Context: an optimization exercise on an open-source flow, tuned for small area, a short achievable clock period and few clock cycles per item. The choices shown serve that exercise and are no tape-out recipe. The RTL was checked by simulation tests, not by an equivalence proof against the original design.

==> inputs of trial 78 <==
// arctan_top
module arctan_top(
	input             clk,
	input             rst,
	input             in_valid,
	output            in_ready,
	input      [31:0] inx,
	input      [31:0] iny,
	output reg        out_valid,
	output reg [31:0] out
);
reg [31:0] x_r, y_r;
reg [6:0] v_r;
wire [31:0] z;
arctan u_arctan(.clk(clk), .inx(x_r), .iny(y_r), .out(z));
assign in_ready = 1'b1;
always @(posedge clk) begin
	if (rst) begin
		v_r       <= 0;
		out_valid <= 1'b0;
	end
	else begin
		v_r       <= {v_r[5:0], in_valid};
		out_valid <= v_r[6];
	end
	x_r <= inx;
	y_r <= iny;
	out <= z;
end
endmodule
==> flow/config.mk <==
export PLATFORM = sky130hd
export DESIGN_NAME = arctan_top
export DESIGN_NICKNAME = arctan_top
export VERILOG_FILES = /design/flow/design.v
export SDC_FILE = /design/flow/constraint.sdc
export NUM_CORES = 4
export LEC_CHECK = 0
export CAP_MARGIN = 20
export CORE_MARGIN = 2
export CORE_UTILIZATION = 55
export CTS_BUF_LIST = sky130_fd_sc_hd__clkbuf_8
export CTS_CLUSTER_DIAMETER = 84
export CTS_CLUSTER_SIZE = 14
export PLACE_DENSITY = 0.65
export SLEW_MARGIN = 20
export SYNTH_HIERARCHICAL = 1
export SYNTH_MINIMUM_KEEP_SIZE = 0
==> flow/constraint.sdc <==
create_clock -name core_clock -period 200.0 [get_ports {clk}]
set_input_delay 40.0000 -clock core_clock [delete_from_list [all_inputs] [get_ports {clk}]]
set_output_delay 40.0000 -clock core_clock [all_outputs]
set_load 0.01 [all_outputs]
standard.sh (not shown) runs the stock make flow with config.mk's settings and CLKGATE_MAP_FILE= SYNTH_SCRIPT=/design/flow/synth_recipe.tcl, a recipe that flattens the netlist after the stock synthesis.
==> flow/flow/run.sh <==
#!/bin/bash
# The standard layout (standard.sh), with plain buf_1 cells as the port
# buffers instead of the delay buffer the resizer picks by default.
# make's full output goes to flow_make.log; ORFS keeps each step's log under orfs/logs/.
set -euo pipefail
BUFFER_PORTS_ARGS="-buffer_cell sky130_fd_sc_hd__buf_1" bash standard.sh finish > flow_make.log 2>&1
==> inputs of trial 19, as changes to trial 78 <==
--- a/flow/config.mk
+++ b/flow/config.mk
@@ -5,13 +5,12 @@
 export SDC_FILE = /design/flow/constraint.sdc
 export NUM_CORES = 4
 export LEC_CHECK = 0
 export CAP_MARGIN = 20
 export CORE_MARGIN = 2
-export CORE_UTILIZATION = 55
+export CORE_UTILIZATION = 40
 export CTS_BUF_LIST = sky130_fd_sc_hd__clkbuf_8
 export CTS_CLUSTER_DIAMETER = 84
 export CTS_CLUSTER_SIZE = 14
-export PLACE_DENSITY = 0.65
 export SLEW_MARGIN = 20
 export SYNTH_HIERARCHICAL = 1
 export SYNTH_MINIMUM_KEEP_SIZE = 0
==> inputs of trial 69, as changes to trial 78 <==
--- a/flow/design.v
+++ b/flow/design.v
@@ -5,11 +5,11 @@
 	output     [31:0] out
 );
 wire [32:0] v_0;
 wire [33:0] v_0_c;
 assign v_0_c[0] = 1'b0;
-arctan_ha ha1(.a(~(iny[0] ^ iny[31])), .b(inx[0]), .s(v_0[0]), .co(v_0_c[1]));
+arctan_fa fa1(.a(~(iny[0] ^ iny[31])), .b(inx[0]), .c(v_0_c[0]), .s(v_0[0]), .co(v_0_c[1]));
 arctan_fa fa2(.a(~(iny[1] ^ iny[31])), .b(inx[1]), .c(v_0_c[1]), .s(v_0[1]), .co(v_0_c[2]));
 arctan_fa fa3(.a(~(iny[2] ^ iny[31])), .b(inx[2]), .c(v_0_c[2]), .s(v_0[2]), .co(v_0_c[3]));
 arctan_fa fa4(.a(~(iny[3] ^ iny[31])), .b(inx[3]), .c(v_0_c[3]), .s(v_0[3]), .co(v_0_c[4]));
 arctan_fa fa5(.a(~(iny[4] ^ iny[31])), .b(inx[4]), .c(v_0_c[4]), .s(v_0[4]), .co(v_0_c[5]));
 arctan_fa fa6(.a(~(iny[5] ^ iny[31])), .b(inx[5]), .c(v_0_c[5]), .s(v_0[5]), .co(v_0_c[6]));
@@ -115,11 +115,11 @@
 arctan_ha ha64(.a(inx[31]), .b(x_1_c[32]), .s(x_1[32]), .co(x_1_c[33]));
 arctan_ha ha65(.a(inx[31]), .b(x_1_c[33]), .s(x_1[33]), .co(x_1_c[34]));
 wire [33:0] v_1;
 wire [34:0] v_1_c;
 assign v_1_c[0] = 1'b0;
-arctan_ha ha66(.a(tn_0[0]), .b(x_1[1]), .s(v_1[0]), .co(v_1_c[1]));
+arctan_fa fa66(.a(tn_0[0]), .b(x_1[1]), .c(v_1_c[0]), .s(v_1[0]), .co(v_1_c[1]));
 arctan_fa fa67(.a(tn_0[1]), .b(x_1[2]), .c(v_1_c[1]), .s(v_1[1]), .co(v_1_c[2]));
 arctan_fa fa68(.a(tn_0[2]), .b(x_1[3]), .c(v_1_c[2]), .s(v_1[2]), .co(v_1_c[3]));
 arctan_fa fa69(.a(tn_0[3]), .b(x_1[4]), .c(v_1_c[3]), .s(v_1[3]), .co(v_1_c[4]));
 arctan_fa fa70(.a(tn_0[4]), .b(x_1[5]), .c(v_1_c[4]), .s(v_1[4]), .co(v_1_c[5]));
 arctan_fa fa71(.a(tn_0[5]), .b(x_1[6]), .c(v_1_c[5]), .s(v_1[5]), .co(v_1_c[6]));
@@ -229,11 +229,11 @@
 arctan_ha ha130(.a(x_1[32]), .b(x_2_c[32]), .s(x_2[32]), .co(x_2_c[33]));
 arctan_ha ha131(.a(x_1[33]), .b(x_2_c[33]), .s(x_2[33]), .co(x_2_c[34]));
 wire [32:0] v_2;
 wire [33:0] v_2_c;
 assign v_2_c[0] = 1'b0;
-arctan_ha ha132(.a(tn_1[0]), .b(x_2[2]), .s(v_2[0]), .co(v_2_c[1]));
+arctan_fa fa132(.a(tn_1[0]), .b(x_2[2]), .c(v_2_c[0]), .s(v_2[0]), .co(v_2_c[1]));
 arctan_fa fa133(.a(tn_1[1]), .b(x_2[3]), .c(v_2_c[1]), .s(v_2[1]), .co(v_2_c[2]));
 arctan_fa fa134(.a(tn_1[2]), .b(x_2[4]), .c(v_2_c[2]), .s(v_2[2]), .co(v_2_c[3]));
 arctan_fa fa135(.a(tn_1[3]), .b(x_2[5]), .c(v_2_c[3]), .s(v_2[3]), .co(v_2_c[4]));
 arctan_fa fa136(.a(tn_1[4]), .b(x_2[6]), .c(v_2_c[4]), .s(v_2[4]), .co(v_2_c[5]));
 arctan_fa fa137(.a(tn_1[5]), .b(x_2[7]), .c(v_2_c[5]), .s(v_2[5]), .co(v_2_c[6]));
@@ -348,11 +348,11 @@
 reg [33:0] rx_0;
 always @(posedge clk) rx_0 <= {x_3[33], x_3[32], x_3[31], x_3[30], x_3[29], x_3[28], x_3[27], x_3[26], x_3[25], x_3[24], x_3[23], x_3[22], x_3[21], x_3[20], x_3[19], x_3[18], x_3[17], x_3[16], x_3[15], x_3[14], x_3[13], x_3[12], x_3[11], x_3[10], x_3[9], x_3[8], x_3[7], x_3[6], x_3[5], x_3[4], x_3[3], x_3[2], x_3[1], x_3[0]};
 wire [31:0] v_3;
 wire [32:0] v_3_c;
 assign v_3_c[0] = 1'b0;
-arctan_ha ha198(.a(tn_2[0]), .b(rx_0[3]), .s(v_3[0]), .co(v_3_c[1]));
+arctan_fa fa198(.a(tn_2[0]), .b(rx_0[3]), .c(v_3_c[0]), .s(v_3[0]), .co(v_3_c[1]));
 arctan_fa fa199(.a(tn_2[1]), .b(rx_0[4]), .c(v_3_c[1]), .s(v_3[1]), .co(v_3_c[2]));
 arctan_fa fa200(.a(tn_2[2]), .b(rx_0[5]), .c(v_3_c[2]), .s(v_3[2]), .co(v_3_c[3]));
 arctan_fa fa201(.a(tn_2[3]), .b(rx_0[6]), .c(v_3_c[3]), .s(v_3[3]), .co(v_3_c[4]));
 arctan_fa fa202(.a(tn_2[4]), .b(rx_0[7]), .c(v_3_c[4]), .s(v_3[4]), .co(v_3_c[5]));
 arctan_fa fa203(.a(tn_2[5]), .b(rx_0[8]), .c(v_3_c[5]), .s(v_3[5]), .co(v_3_c[6]));
@@ -457,11 +457,11 @@
 arctan_ha ha261(.a(rx_0[32]), .b(x_4_c[32]), .s(x_4[32]), .co(x_4_c[33]));
 arctan_ha ha262(.a(rx_0[33]), .b(x_4_c[33]), .s(x_4[33]), .co(x_4_c[34]));
 wire [30:0] v_4;
 wire [31:0] v_4_c;
 assign v_4_c[0] = 1'b0;
-arctan_ha ha263(.a(tn_3[0]), .b(x_4[4]), .s(v_4[0]), .co(v_4_c[1]));
+arctan_fa fa263(.a(tn_3[0]), .b(x_4[4]), .c(v_4_c[0]), .s(v_4[0]), .co(v_4_c[1]));
 arctan_fa fa264(.a(tn_3[1]), .b(x_4[5]), .c(v_4_c[1]), .s(v_4[1]), .co(v_4_c[2]));
 arctan_fa fa265(.a(tn_3[2]), .b(x_4[6]), .c(v_4_c[2]), .s(v_4[2]), .co(v_4_c[3]));
 arctan_fa fa266(.a(tn_3[3]), .b(x_4[7]), .c(v_4_c[3]), .s(v_4[3]), .co(v_4_c[4]));
 arctan_fa fa267(.a(tn_3[4]), .b(x_4[8]), .c(v_4_c[4]), .s(v_4[4]), .co(v_4_c[5]));
 arctan_fa fa268(.a(tn_3[5]), .b(x_4[9]), .c(v_4_c[5]), .s(v_4[5]), .co(v_4_c[6]));
@@ -564,11 +564,11 @@
 arctan_ha ha325(.a(x_4[32]), .b(x_5_c[32]), .s(x_5[32]), .co(x_5_c[33]));
 arctan_ha ha326(.a(x_4[33]), .b(x_5_c[33]), .s(x_5[33]), .co(x_5_c[34]));
 wire [29:0] v_5;
 wire [30:0] v_5_c;
 assign v_5_c[0] = 1'b0;
-arctan_ha ha327(.a(tn_4[0]), .b(x_5[5]), .s(v_5[0]), .co(v_5_c[1]));
+arctan_fa fa327(.a(tn_4[0]), .b(x_5[5]), .c(v_5_c[0]), .s(v_5[0]), .co(v_5_c[1]));
 arctan_fa fa328(.a(tn_4[1]), .b(x_5[6]), .c(v_5_c[1]), .s(v_5[1]), .co(v_5_c[2]));
 arctan_fa fa329(.a(tn_4[2]), .b(x_5[7]), .c(v_5_c[2]), .s(v_5[2]), .co(v_5_c[3]));
 arctan_fa fa330(.a(tn_4[3]), .b(x_5[8]), .c(v_5_c[3]), .s(v_5[3]), .co(v_5_c[4]));
 arctan_fa fa331(.a(tn_4[4]), .b(x_5[9]), .c(v_5_c[4]), .s(v_5[4]), .co(v_5_c[5]));
 arctan_fa fa332(.a(tn_4[5]), .b(x_5[10]), .c(v_5_c[5]), .s(v_5[5]), .co(v_5_c[6]));
@@ -677,11 +677,11 @@
 reg [33:0] rx_1;
 always @(posedge clk) rx_1 <= {x_6[33], x_6[32], x_6[31], x_6[30], x_6[29], x_6[28], x_6[27], x_6[26], x_6[25], x_6[24], x_6[23], x_6[22], x_6[21], x_6[20], x_6[19], x_6[18], x_6[17], x_6[16], x_6[15], x_6[14], x_6[13], x_6[12], x_6[11], x_6[10], x_6[9], x_6[8], x_6[7], x_6[6], x_6[5], x_6[4], x_6[3], x_6[2], x_6[1], x_6[0]};
 wire [28:0] v_6;
 wire [29:0] v_6_c;
 assign v_6_c[0] = 1'b0;
-arctan_ha ha390(.a(ru_1[0]), .b(rx_1[6]), .s(v_6[0]), .co(v_6_c[1]));
+arctan_fa fa390(.a(ru_1[0]), .b(rx_1[6]), .c(v_6_c[0]), .s(v_6[0]), .co(v_6_c[1]));
 arctan_fa fa391(.a(ru_1[1]), .b(rx_1[7]), .c(v_6_c[1]), .s(v_6[1]), .co(v_6_c[2]));
 arctan_fa fa392(.a(ru_1[2]), .b(rx_1[8]), .c(v_6_c[2]), .s(v_6[2]), .co(v_6_c[3]));
 arctan_fa fa393(.a(ru_1[3]), .b(rx_1[9]), .c(v_6_c[3]), .s(v_6[3]), .co(v_6_c[4]));
 arctan_fa fa394(.a(ru_1[4]), .b(rx_1[10]), .c(v_6_c[4]), .s(v_6[4]), .co(v_6_c[5]));
 arctan_fa fa395(.a(ru_1[5]), .b(rx_1[11]), .c(v_6_c[5]), .s(v_6[5]), .co(v_6_c[6]));
@@ -780,11 +780,11 @@
 arctan_ha ha450(.a(rx_1[32]), .b(x_7_c[32]), .s(x_7[32]), .co(x_7_c[33]));
 arctan_ha ha451(.a(rx_1[33]), .b(x_7_c[33]), .s(x_7[33]), .co(x_7_c[34]));
 wire [27:0] v_7;
 wire [28:0] v_7_c;
 assign v_7_c[0] = 1'b0;
-arctan_ha ha452(.a(tn_6[0]), .b(x_7[7]), .s(v_7[0]), .co(v_7_c[1]));
+arctan_fa fa452(.a(tn_6[0]), .b(x_7[7]), .c(v_7_c[0]), .s(v_7[0]), .co(v_7_c[1]));
 arctan_fa fa453(.a(tn_6[1]), .b(x_7[8]), .c(v_7_c[1]), .s(v_7[1]), .co(v_7_c[2]));
 arctan_fa fa454(.a(tn_6[2]), .b(x_7[9]), .c(v_7_c[2]), .s(v_7[2]), .co(v_7_c[3]));
 arctan_fa fa455(.a(tn_6[3]), .b(x_7[10]), .c(v_7_c[3]), .s(v_7[3]), .co(v_7_c[4]));
 arctan_fa fa456(.a(tn_6[4]), .b(x_7[11]), .c(v_7_c[4]), .s(v_7[4]), .co(v_7_c[5]));
 arctan_fa fa457(.a(tn_6[5]), .b(x_7[12]), .c(v_7_c[5]), .s(v_7[5]), .co(v_7_c[6]));
@@ -881,11 +881,11 @@
 arctan_ha ha511(.a(x_7[32]), .b(x_8_c[32]), .s(x_8[32]), .co(x_8_c[33]));
 arctan_ha ha512(.a(x_7[33]), .b(x_8_c[33]), .s(x_8[33]), .co(x_8_c[34]));
 wire [26:0] v_8;
 wire [27:0] v_8_c;
 assign v_8_c[0] = 1'b0;
-arctan_ha ha513(.a(tn_7[0]), .b(x_8[8]), .s(v_8[0]), .co(v_8_c[1]));
+arctan_fa fa513(.a(tn_7[0]), .b(x_8[8]), .c(v_8_c[0]), .s(v_8[0]), .co(v_8_c[1]));
 arctan_fa fa514(.a(tn_7[1]), .b(x_8[9]), .c(v_8_c[1]), .s(v_8[1]), .co(v_8_c[2]));
 arctan_fa fa515(.a(tn_7[2]), .b(x_8[10]), .c(v_8_c[2]), .s(v_8[2]), .co(v_8_c[3]));
 arctan_fa fa516(.a(tn_7[3]), .b(x_8[11]), .c(v_8_c[3]), .s(v_8[3]), .co(v_8_c[4]));
 arctan_fa fa517(.a(tn_7[4]), .b(x_8[12]), .c(v_8_c[4]), .s(v_8[4]), .co(v_8_c[5]));
 arctan_fa fa518(.a(tn_7[5]), .b(x_8[13]), .c(v_8_c[5]), .s(v_8[5]), .co(v_8_c[6]));
@@ -988,11 +988,11 @@
 reg [33:0] rx_2;
 always @(posedge clk) rx_2 <= {x_9[33], x_9[32], x_9[31], x_9[30], x_9[29], x_9[28], x_9[27], x_9[26], x_9[25], x_9[24], x_9[23], x_9[22], x_9[21], x_9[20], x_9[19], x_9[18], x_9[17], x_9[16], x_9[15], x_9[14], x_9[13], x_9[12], x_9[11], x_9[10], x_9[9], x_9[8], x_9[7], x_9[6], x_9[5], x_9[4], x_9[3], x_9[2], x_9[1], x_9[0]};
 wire [25:0] v_9;
 wire [26:0] v_9_c;
 assign v_9_c[0] = 1'b0;
-arctan_ha ha573(.a(ru_2[0]), .b(rx_2[9]), .s(v_9[0]), .co(v_9_c[1]));
+arctan_fa fa573(.a(ru_2[0]), .b(rx_2[9]), .c(v_9_c[0]), .s(v_9[0]), .co(v_9_c[1]));
 arctan_fa fa574(.a(ru_2[1]), .b(rx_2[10]), .c(v_9_c[1]), .s(v_9[1]), .co(v_9_c[2]));
 arctan_fa fa575(.a(ru_2[2]), .b(rx_2[11]), .c(v_9_c[2]), .s(v_9[2]), .co(v_9_c[3]));
 arctan_fa fa576(.a(ru_2[3]), .b(rx_2[12]), .c(v_9_c[3]), .s(v_9[3]), .co(v_9_c[4]));
 arctan_fa fa577(.a(ru_2[4]), .b(rx_2[13]), .c(v_9_c[4]), .s(v_9[4]), .co(v_9_c[5]));
 arctan_fa fa578(.a(ru_2[5]), .b(rx_2[14]), .c(v_9_c[5]), .s(v_9[5]), .co(v_9_c[6]));
@@ -1085,11 +1085,11 @@
 arctan_ha ha630(.a(rx_2[32]), .b(x_10_c[32]), .s(x_10[32]), .co(x_10_c[33]));
 arctan_ha ha631(.a(rx_2[33]), .b(x_10_c[33]), .s(x_10[33]), .co(x_10_c[34]));
 wire [24:0] v_10;
 wire [25:0] v_10_c;
 assign v_10_c[0] = 1'b0;
-arctan_ha ha632(.a(tn_9[0]), .b(x_10[10]), .s(v_10[0]), .co(v_10_c[1]));
+arctan_fa fa632(.a(tn_9[0]), .b(x_10[10]), .c(v_10_c[0]), .s(v_10[0]), .co(v_10_c[1]));
 arctan_fa fa633(.a(tn_9[1]), .b(x_10[11]), .c(v_10_c[1]), .s(v_10[1]), .co(v_10_c[2]));
 arctan_fa fa634(.a(tn_9[2]), .b(x_10[12]), .c(v_10_c[2]), .s(v_10[2]), .co(v_10_c[3]));
 arctan_fa fa635(.a(tn_9[3]), .b(x_10[13]), .c(v_10_c[3]), .s(v_10[3]), .co(v_10_c[4]));
 arctan_fa fa636(.a(tn_9[4]), .b(x_10[14]), .c(v_10_c[4]), .s(v_10[4]), .co(v_10_c[5]));
 arctan_fa fa637(.a(tn_9[5]), .b(x_10[15]), .c(v_10_c[5]), .s(v_10[5]), .co(v_10_c[6]));
@@ -1180,11 +1180,11 @@
 arctan_ha ha688(.a(x_10[32]), .b(x_11_c[32]), .s(x_11[32]), .co(x_11_c[33]));
 arctan_ha ha689(.a(x_10[33]), .b(x_11_c[33]), .s(x_11[33]), .co(x_11_c[34]));
 wire [23:0] v_11;
 wire [24:0] v_11_c;
 assign v_11_c[0] = 1'b0;
-arctan_ha ha690(.a(tn_10[0]), .b(x_11[11]), .s(v_11[0]), .co(v_11_c[1]));
+arctan_fa fa690(.a(tn_10[0]), .b(x_11[11]), .c(v_11_c[0]), .s(v_11[0]), .co(v_11_c[1]));
 arctan_fa fa691(.a(tn_10[1]), .b(x_11[12]), .c(v_11_c[1]), .s(v_11[1]), .co(v_11_c[2]));
 arctan_fa fa692(.a(tn_10[2]), .b(x_11[13]), .c(v_11_c[2]), .s(v_11[2]), .co(v_11_c[3]));
 arctan_fa fa693(.a(tn_10[3]), .b(x_11[14]), .c(v_11_c[3]), .s(v_11[3]), .co(v_11_c[4]));
 arctan_fa fa694(.a(tn_10[4]), .b(x_11[15]), .c(v_11_c[4]), .s(v_11[4]), .co(v_11_c[5]));
 arctan_fa fa695(.a(tn_10[5]), .b(x_11[16]), .c(v_11_c[5]), .s(v_11[5]), .co(v_11_c[6]));
--- a/flow/config.mk
+++ b/flow/config.mk
@@ -5,13 +5,12 @@
 export SDC_FILE = /design/flow/constraint.sdc
 export NUM_CORES = 4
 export LEC_CHECK = 0
 export CAP_MARGIN = 20
 export CORE_MARGIN = 2
-export CORE_UTILIZATION = 55
+export CORE_UTILIZATION = 40
 export CTS_BUF_LIST = sky130_fd_sc_hd__clkbuf_8
 export CTS_CLUSTER_DIAMETER = 84
 export CTS_CLUSTER_SIZE = 14
-export PLACE_DENSITY = 0.65
 export SLEW_MARGIN = 20
 export SYNTH_HIERARCHICAL = 1
 export SYNTH_MINIMUM_KEEP_SIZE = 0
==> inputs of trial 24, as changes to trial 78 <==
--- a/flow/config.mk
+++ b/flow/config.mk
@@ -5,13 +5,13 @@
 export SDC_FILE = /design/flow/constraint.sdc
 export NUM_CORES = 4
 export LEC_CHECK = 0
 export CAP_MARGIN = 20
 export CORE_MARGIN = 2
-export CORE_UTILIZATION = 55
+export CORE_UTILIZATION = 40
 export CTS_BUF_LIST = sky130_fd_sc_hd__clkbuf_8
 export CTS_CLUSTER_DIAMETER = 84
 export CTS_CLUSTER_SIZE = 14
-export PLACE_DENSITY = 0.65
+export PLACE_DENSITY = 0.75
 export SLEW_MARGIN = 20
 export SYNTH_HIERARCHICAL = 1
 export SYNTH_MINIMUM_KEEP_SIZE = 0
==> metrics.md <==
| Metric | Value |
|---|---|
| Die area | `83,600 um^2` |
| Met2 usage | `40.1%` |
| Status | `finished clean` |
| Synth Area in Compound Gates | `1.59%` |
| Largest cells by area after synthesis | `fa_1 (50%), dfxtp_1 (22%), xnor2_1 (8.2%)` |
| Initial antenna violation count | `5` |
| Clock buffer count | `50` |
| Worst setup endpoint | `out[1]` |
| NonClk Buf Share | `1.23%` |
| Final Util | `58.8%` |
| Setup ws final | `158.86 ns` |
# the run above: trial 78

==> metrics.md <==
| Metric | Value |
|---|---|
| Status | `finished clean` |
| Clock buffer count | `43` |
| NonClk Buf Share | `1.22%` |
| Largest cells by area after synthesis | `fa_1 (50%), dfxtp_1 (22%), xnor2_1 (8.2%)` |
| Initial antenna violation count | `7` |
| Final Util | `43.1%` |
| CP Buf/Inv Count | `1` |
| Synth Area in Compound Gates | `1.59%` |
| Met2 usage | `26.7%` |
| Die area | `115,000 um^2` |
# the run above: trial 24

==> metrics.md <==
| Metric | Value |
|---|---|
| Status | `finished clean` |
| NonClk Buf Share | `1.23%` |
| Setup ws final | `158.84 ns` |
| Clock buffer count | `45` |
| Synth Area in Compound Gates | `1.58%` |
| Largest cells by area after synthesis | `fa_1 (50%), dfxtp_1 (22%), xnor2_1 (8.1%)` |
| Final Util | `43.2%` |
# the run above: trial 69

==> metrics.md <==
| Metric | Value |
|---|---|
| Final Util | `43.2%` |
| Initial antenna violation count | `3` |
| Worst setup endpoint | `out_valid` |
| Met2 usage | `28.4%` |
| Clock buffer count | `46` |
| Largest cells by area after synthesis | `fa_1 (50%), dfxtp_1 (22%), xnor2_1 (8.2%)` |
| Setup ws final | `158.83 ns` |
| NonClk Buf Share | `1.23%` |
| Status | `finished clean` |
# the run above: trial 19

Testbench counts of trial 78, summed over its fixed seeds: cycles 3,264, items 3,200.
Testbench counts of trial 19, summed over its fixed seeds: cycles 3,264, items 3,200.
Testbench counts of trial 69, summed over its fixed seeds: cycles 3,264, items 3,200.
Testbench counts of trial 24, summed over its fixed seeds: cycles 3,264, items 3,200.

what the ideal ports hide:
Ports are ideal in the flow. The routed layouts listed here were re-timed in OpenROAD. Step 1: set_driving_cell puts a clkbuf_16 on clk and a buf_2 on each other input, an assumption about the parent block. Step 2 adds t to the input delays and takes it off the output delays; t is the mean of the earliest and latest rising clock arrival at the registers after step 1. Input paths then give back, and output paths get back, about the clock's delay inside the block. a / b / c = ideal ports / drivers / drivers and shift; a / b = the first two.
| run | t (ns) | slack for setup (ns) | hold slack, ns |
|---|---|---|---|
| trial 78 | 0.722 | 158.864 / 158.805 / 158.937 | 0.323 / 0.323 / 0.323 |
| trial 19 | 0.736 | 158.825 / 158.758 / 159.196 | 0.330 / 0.330 / 0.330 |
| trial 69 | 0.727 | 158.835 / 158.766 / 159.105 | 0.320 / 0.320 / 0.320 |
| trial 24 | 0.738 | 158.840 / 158.774 / 158.912 | 0.313 / 0.313 / 0.313 |
After both steps setup and hold are still met in every run listed.
